Source: an optimization exercise on an open RTL-to-GDS flow (aim: small area). Production flows keep margins and buffers that such runs may drop. The RTL was checked by simulation tests, not by an equivalence proof against the original design. Power and IR drop assume default switching activity.

==> flow/design.v (excerpt) <==
module pe_group # (
	parameter NUM_PEGS = 4,
	parameter NUM_PES = 8,
	parameter LOG2_PES = 3,
	parameter IN_DATA_TYPE = 8,
	parameter OUT_DATA_TYPE = 16)(
		clk,
		rst,
		i_data_valid,
		i_data_bus,
		i_stationary,
		i_dest_bus,
		i_vn_seperator,
		o_data_valid,
		o_data_bus
);
clock: 5.5 ns
lec_check: 0
cap_margin: 20
core_margin: 2
core_utilization: 40
gpl_timing_driven: 0
setup_slack_margin: 0.1
slew_margin: 20
run.sh (not shown) runs the stock make flow with config.mk's settings and CLKGATE_MAP_FILE= SYNTH_SCRIPT=/design/flow/synth_recipe.tcl, a recipe that flattens the netlist after the stock synthesis.
==> next run, changes <==
- CORE_UTILIZATION: 40 -> 55
- CTS_CLUSTER_DIAMETER: unset -> 60
- CTS_CLUSTER_SIZE: unset -> 30
What happened: Die area decreases by about 27%; cell area decreases by about 2.1%; critical path depth stays the same; routed wire length decreases by about 4%; area after synthesis is unchanged; count of clock-buffer cells in the layout decreases by 159; setup slack loses 0.0062 ns; global-route usage increases by 7.5 points; via count barely changes.
==> next run, changes <==
- CTS_CLUSTER_DIAMETER: 60 -> unset
- CTS_CLUSTER_SIZE: 30 -> unset
Result:
- The changed run completed without violations
- synthesized area is unchanged
- core utilization rose by 0.52 points
- combinational power is about the same

========
Another version of the RTL of pe_group (not shown whole).
Design pe_group, start of the top module:
module pe_group # (
	parameter NUM_PEGS = 4,
	parameter NUM_PES = 8,
	parameter LOG2_PES = 3,
	parameter IN_DATA_TYPE = 8,
	parameter OUT_DATA_TYPE = 16)(
		clk,
		rst,
		i_data_valid,
		i_data_bus,
		i_stationary,
		i_dest_bus,
		i_vn_seperator,
		o_data_valid,
		o_data_bus
);
Settings: LEC_CHECK=0, CAP_MARGIN=20, CORE_MARGIN=2, CORE_UTILIZATION=68, CTS_BUF_LIST=sky130_fd_sc_hd__clkbuf_8, CTS_CLUSTER_DIAMETER=50, CTS_CLUSTER_SIZE=20, GPL_TIMING_DRIVEN=0, SETUP_SLACK_MARGIN=0.1, SLEW_MARGIN=20; clock period 5.5 ns.
standard.sh (not shown) runs the stock make flow with config.mk's settings and CLKGATE_MAP_FILE= SYNTH_SCRIPT=/design/flow/synth_recipe.tcl, a recipe that flattens the netlist after the stock synthesis.
==> flow/flow/run.sh <==
#!/bin/bash
# The standard layout (the standard.sh, with the standard flow's own synthesis), with the
# buffers that Yosys/ABC put in the netlist removed at floorplan instead of kept.
set -euo pipefail
bash standard.sh REMOVE_ABC_BUFFERS=1 finish > standard_flow.log 2>&1
Change:
==> flow/flow/run.sh (replaced) <==
#!/bin/bash
# The standard layout (the standard.sh, with the standard flow's own synthesis), with the
# buffers that Yosys/ABC put in the netlist removed at floorplan instead of kept,
# and every input and output port buffered with the library's smallest buffer.
set -euo pipefail
bash standard.sh REMOVE_ABC_BUFFERS=1 "BUFFER_PORTS_ARGS=-buffer_cell sky130_fd_sc_hd__buf_1" finish > standard_flow.log 2>&1
CORE_UTILIZATION = 60   (was 68)
After rerunning: The new run passed the timing, design-rule and antenna checks. Clock skew grows by 0.0092 ns. Final cell count grows by about 2.5%. Die area grows by about 13%. Worst setup slack is worse by 0.042 ns. Clock-buffer cell count grows by 19. Maximum frequency shrinks by about 0.8%. Sequential cell count does not change.

========
== red ==
Starting RTL as in the previous note.
clock: 5.5 ns
lec_check: 0
cap_margin: 20
core_margin: 2
core_utilization: 68
cts_buf_list: sky130_fd_sc_hd__clkbuf_8
cts_cluster_diameter: 50
cts_cluster_size: 20
gpl_timing_driven: 0
setup_slack_margin: 0.1
slew_margin: 20
==> flow/flow/run.sh <==
#!/bin/bash
# The standard layout (the standard.sh, with the standard flow's own synthesis), with the
# buffers that Yosys/ABC put in the netlist removed at floorplan instead of kept,
# and every input and output port buffered with the library's smallest buffer.
set -euo pipefail
bash standard.sh REMOVE_ABC_BUFFERS=1 "BUFFER_PORTS_ARGS=-buffer_cell sky130_fd_sc_hd__buf_1" finish > standard_flow.log 2>&1
red finished every stage and its layout cleared the timing, design-rule and antenna checks.
Here is what was changed in the inputs of blue compared with red.
- a change of CORE_UTILIZATION from 68 to 75
- a change of SETUP_SLACK_MARGIN from 0.1 to 0.05
[summary]
blue: flow completed, timing, DRC and antenna clean
Comparing red against blue, there is no change at all in critical path depth.
Between blue and red, it is blue whose final worst setup slack is lower, by 0.067 ns.
Any difference in total power between blue and red is small enough to ignore.

========
Setup of job 6347:
Another version of the RTL of pe_group (not shown whole).
For scale: ~18,000 cells after synthesis, about 3,500 flip-flops, ~1,000 I/O pins, ~0.19 sq mm of cells after synthesis.
==> flow/design.v (excerpt) <==
module pe_group # (
	parameter NUM_PEGS = 4,
	parameter NUM_PES = 8,
	parameter LOG2_PES = 3,
	parameter IN_DATA_TYPE = 8,
	parameter OUT_DATA_TYPE = 16)(
		clk,
		rst,
		i_data_valid,
		i_data_bus,
		i_stationary,
		i_dest_bus,
		i_vn_seperator,
		o_data_valid,
		o_data_bus
);
==> flow/config.mk <==
export PLATFORM = sky130hd
export DESIGN_NAME = pe_group
export DESIGN_NICKNAME = pe_group
export VERILOG_FILES = /design/flow/design.v
export SDC_FILE = /design/flow/constraint.sdc
export NUM_CORES = 4
export LEC_CHECK = 0
export CAP_MARGIN = 20
export CORE_MARGIN = 2
export CORE_UTILIZATION = 55
export CTS_CLUSTER_DIAMETER = 60
export CTS_CLUSTER_SIZE = 30
export GPL_TIMING_DRIVEN = 0
export SETUP_SLACK_MARGIN = 0.1
export SLEW_MARGIN = 20
==> flow/constraint.sdc <==
create_clock -name core_clock -period 5.5 [get_ports {clk}]
set_input_delay 1.1000 -clock core_clock [delete_from_list [all_inputs] [get_ports {clk}]]
set_output_delay 1.1000 -clock core_clock [all_outputs]
set_load 0.01 [all_outputs]
==> flow/flow/run.sh <==
#!/bin/bash
# The standard layout (the standard.sh, with the standard flow's own synthesis), with the
# buffers that Yosys/ABC put in the netlist removed at floorplan instead of kept.
set -euo pipefail
bash standard.sh REMOVE_ABC_BUFFERS=1 finish > standard_flow.log 2>&1
## Diff of input files: job 2761 against job 6347
# job 6347
export LEC_CHECK = 0
export CAP_MARGIN = 20
export CORE_MARGIN = 2
export CORE_UTILIZATION = 55
export CTS_CLUSTER_DIAMETER = 60
export CTS_CLUSTER_SIZE = 30
export GPL_TIMING_DRIVEN = 0
export SETUP_SLACK_MARGIN = 0.1
export SLEW_MARGIN = 20
create_clock -name core_clock -period 5.5 [get_ports {clk}]
# job 2761
export LEC_CHECK = 0
export CAP_MARGIN = 20
export CORE_MARGIN = 2
export CORE_UTILIZATION = 60
export CTS_BUF_LIST = sky130_fd_sc_hd__clkbuf_8
export CTS_CLUSTER_DIAMETER = 50
export CTS_CLUSTER_SIZE = 20
export GPL_TIMING_DRIVEN = 0
export SETUP_SLACK_MARGIN = 0.1
export SLEW_MARGIN = 20
create_clock -name core_clock -period 5.5 [get_ports {clk}]
==> flow/flow/run.sh <==
#!/bin/bash
# The standard layout (the standard.sh, with the standard flow's own synthesis), with the
# buffers that Yosys/ABC put in the netlist removed at floorplan instead of kept,
# and every input and output port buffered with the library's smallest buffer.
set -euo pipefail
bash standard.sh REMOVE_ABC_BUFFERS=1 "BUFFER_PORTS_ARGS=-buffer_cell sky130_fd_sc_hd__buf_1" finish > standard_flow.log 2>&1
==> run summary <==
Share of the clock period used by the worst path: job 2761 < job 6347
Job 2761 vs job 6347: wire length of the first global-routing pass down by a few percent
Number of tapcells was higher in job 6347 than in job 2761.
Summary of the comparison: post-route worst setup slack is higher in job 2761, relative to job 6347.
The share of layout cells above drive strength 1 in job 2761 was higher than what job 6347 gave.
Delta (job 2761 minus job 6347): power after layout shows a reduction of 0.0058 W; core utilization shows an increase of 2.7 points; critical path depth shows an increase of 1; leakage power figure shows a reduction of about 3.8%.
Here is what was changed in the inputs of job 7096 compared with job 2761.
# job 2761
export LEC_CHECK = 0
export CAP_MARGIN = 20
export CORE_MARGIN = 2
export CORE_UTILIZATION = 60
export CTS_BUF_LIST = sky130_fd_sc_hd__clkbuf_8
export CTS_CLUSTER_DIAMETER = 50
export CTS_CLUSTER_SIZE = 20
export GPL_TIMING_DRIVEN = 0
export SETUP_SLACK_MARGIN = 0.1
export SLEW_MARGIN = 20
create_clock -name core_clock -period 5.5 [get_ports {clk}]
# job 7096
export LEC_CHECK = 0
export CAP_MARGIN = 20
export CORE_MARGIN = 2
export CORE_UTILIZATION = 68
export CTS_BUF_LIST = sky130_fd_sc_hd__clkbuf_8
export CTS_CLUSTER_DIAMETER = 50
export CTS_CLUSTER_SIZE = 20
export GPL_TIMING_DRIVEN = 0
export SETUP_SLACK_MARGIN = 0.1
export SLEW_MARGIN = 20
create_clock -name core_clock -period 5.5 [get_ports {clk}]
Notes after the runs:
- Of job 7096 and job 2761, the lower data arrival time at the worst-slack endpoint belongs to job 2761.
- The wire length of the first global-routing pass reported for job 7096 is smaller than that of job 2761 by about 1.4%.
- Lower data required time at the worst endpoint goes to job 2761 over job 7096.
- After synthesis and placement, the instance count of job 7096 is below that of job 2761.
- Going from job 2761 to job 7096, via count of the routed design climbed about 2.1%; global router's overall resource usage climbed 3.6 points.
- The period utilization of job 7096 exceeds that of job 2761 by 2.0 points.
- Comparing job 7096 with job 2761, the sequential power came out essentially unchanged.
- Job 7096 vs. job 2761: part of the power in combinational logic now larger; total power consumption of the routed design shows a reduction of 0.92%.
- Job 7096 ended up with sky130_fd_sc_hd__dfxtp_4 as its master of the slowest instance on the critical path; job 2761 ended up with sky130_fd_sc_hd__or3_4.
--- input diff job 7096..job 8437 ---
# job 7096
export LEC_CHECK = 0
export CAP_MARGIN = 20
export CORE_MARGIN = 2
export CORE_UTILIZATION = 68
export CTS_BUF_LIST = sky130_fd_sc_hd__clkbuf_8
export CTS_CLUSTER_DIAMETER = 50
export CTS_CLUSTER_SIZE = 20
export GPL_TIMING_DRIVEN = 0
export SETUP_SLACK_MARGIN = 0.1
export SLEW_MARGIN = 20
create_clock -name core_clock -period 5.5 [get_ports {clk}]
# job 8437
export LEC_CHECK = 0
export CAP_MARGIN = 20
export CORE_MARGIN = 2
export CORE_UTILIZATION = 60
export CTS_BUF_LIST = sky130_fd_sc_hd__clkbuf_8
export CTS_CLUSTER_DIAMETER = 50
export CTS_CLUSTER_SIZE = 20
export GPL_TIMING_DRIVEN = 0
export SETUP_SLACK_MARGIN = 0.1
export SLEW_MARGIN = 20
create_clock -name core_clock -period 5.5 [get_ports {clk}]
==> flow/flow/run.sh <==
#!/bin/bash
# The standard layout (the standard.sh, with the standard flow's own synthesis), with the
# buffers that Yosys/ABC put in the netlist removed at floorplan instead of kept.
set -euo pipefail
bash standard.sh REMOVE_ABC_BUFFERS=1 finish > standard_flow.log 2>&1
### Flow results
- Job 8437 falls short of job 7096 in estimated wirelength of the detail-placed design.
- Measured against each other, job 7096 and job 8437 differ in portion of total power attributed to the clock network, the lower figure coming from job 7096.
- On final weighted congestion of routability-driven global placement, job 7096 and job 8437 are basically level.
- Taking job 8437 over job 7096, the filler cell count ratio works out to 1.2.
- Sum of internal, switching and leakage power: higher on job 8437
- Cmp job 8437 vs job 7096: sequential share of layout area lower in job 8437
- Measured against job 8437, the initial detailed-routing violation count of job 7096 comes out at 1.17 times the reference value.
- Setup WNS job 7096 -> job 8437: better
- Taking job 7096 as the reference point, the chip height of job 8437 rises by 34 um.

========
## run a
Starting RTL as in the previous note.
Design pe_group, start of the top module:
module pe_group # (
	parameter NUM_PEGS = 4,
	parameter NUM_PES = 8,
	parameter LOG2_PES = 3,
	parameter IN_DATA_TYPE = 8,
	parameter OUT_DATA_TYPE = 16)(
		clk,
		rst,
		i_data_valid,
		i_data_bus,
		i_stationary,
		i_dest_bus,
		i_vn_seperator,
		o_data_valid,
		o_data_bus
);
Settings: LEC_CHECK=0, CAP_MARGIN=20, CORE_MARGIN=2, CORE_UTILIZATION=60, CTS_BUF_LIST=sky130_fd_sc_hd__clkbuf_8, CTS_CLUSTER_DIAMETER=45, CTS_CLUSTER_SIZE=18, GPL_TIMING_DRIVEN=0, SETUP_SLACK_MARGIN=0.05, SLEW_MARGIN=20; clock period 5.5 ns.
==> flow/flow/run.sh <==
#!/bin/bash
# The standard layout (the standard.sh, with the standard flow's own synthesis), with the
# buffers that Yosys/ABC put in the netlist removed at floorplan instead of kept.
set -euo pipefail
bash standard.sh REMOVE_ABC_BUFFERS=1 finish > standard_flow.log 2>&1
Run a completed every stage of the flow, and the final layout passed the timing, design-rule and antenna checks.
The inputs of run b differ from those of run a as listed below.
- changing CTS_CLUSTER_DIAMETER from 45 to 50
- changing CORE_UTILIZATION from 60 to 68
- changing SETUP_SLACK_MARGIN from 0.05 to 0.1
- changing CTS_CLUSTER_SIZE from 18 to 20
### Flow results
Every stage of the flow completed for run a, and the final layout passed the timing, design-rule and antenna checks.
Run b | stages: all done | timing, DRC, antenna: all pass
Between run a and run b, the global-route usage is lower for run a.
For the number of gates given a new drive strength after cts, run b came in about 5.5% higher than run a did.
Looking at area growth from synthesis to layout across run a and run b, the one that comes out lower is run b.
Against run a as the reference, run b delivers a lower wire length of the first global-routing pass.
On overall routed net length, run b does better than run a.
Total power: run b vs run a down 2.5%
On buffer share of cell area, run a and run b are neck and neck.
Diff run a and run b: weighted congestion reported at the end of routability-driven placement higher in run b

-- re-timing with driven ports --
The flow's constraints put no driver on any port. The routed layouts listed below were extracted and timed again, unchanged, in two steps. Step 1 assumes that a clkbuf_16 drives the clock port and a buf_2 every other input. Step 2 moves the port delays by t, midway between the first and last clock arrival at a register: inputs arrive t later, outputs are due t later. That takes back most of the time a late clock gives input paths. a / b / c = ideal / step 1 / step 2; a / b = the first two.
run | shift t [ns] | setup slack, ns | worst setup path after step 2
the first run of note 1 | 1.100 | 0.235 / 0.146 / 0.235 | register to register
the second run of note 1 | 1.043 | 0.229 / 0.135 / 0.229 | register to register
the third run of note 1 | 1.058 | 0.221 / 0.145 / 0.221 | register to register
the first run of note 2 | 1.194 | 0.259 / 0.158 / 0.259 | register to register
the second run of note 2 | 1.224 | 0.217 / 0.105 / 0.313 | register to register
red | 1.183 | 0.240 / 0.145 / 0.286 | register to register
blue | 1.195 | 0.174 / 0.075 / 0.238 | register to register
job 6347 | 1.050 | 0.259 / 0.167 / 0.259 | register to register
job 2761 | 1.178 | 0.308 / 0.210 / 0.308 | register to register
job 7096 | 1.184 | 0.199 / 0.199 / 0.199 | register to register
job 8437 | 1.188 | 0.264 / 0.209 / 0.264 | register to register
run a | 1.210 | 0.243 / 0.179 / 0.243 | register to register
run b | 1.187 | 0.212 / 0.133 / 0.212 | register to register
After both steps every run listed still meets setup and hold.
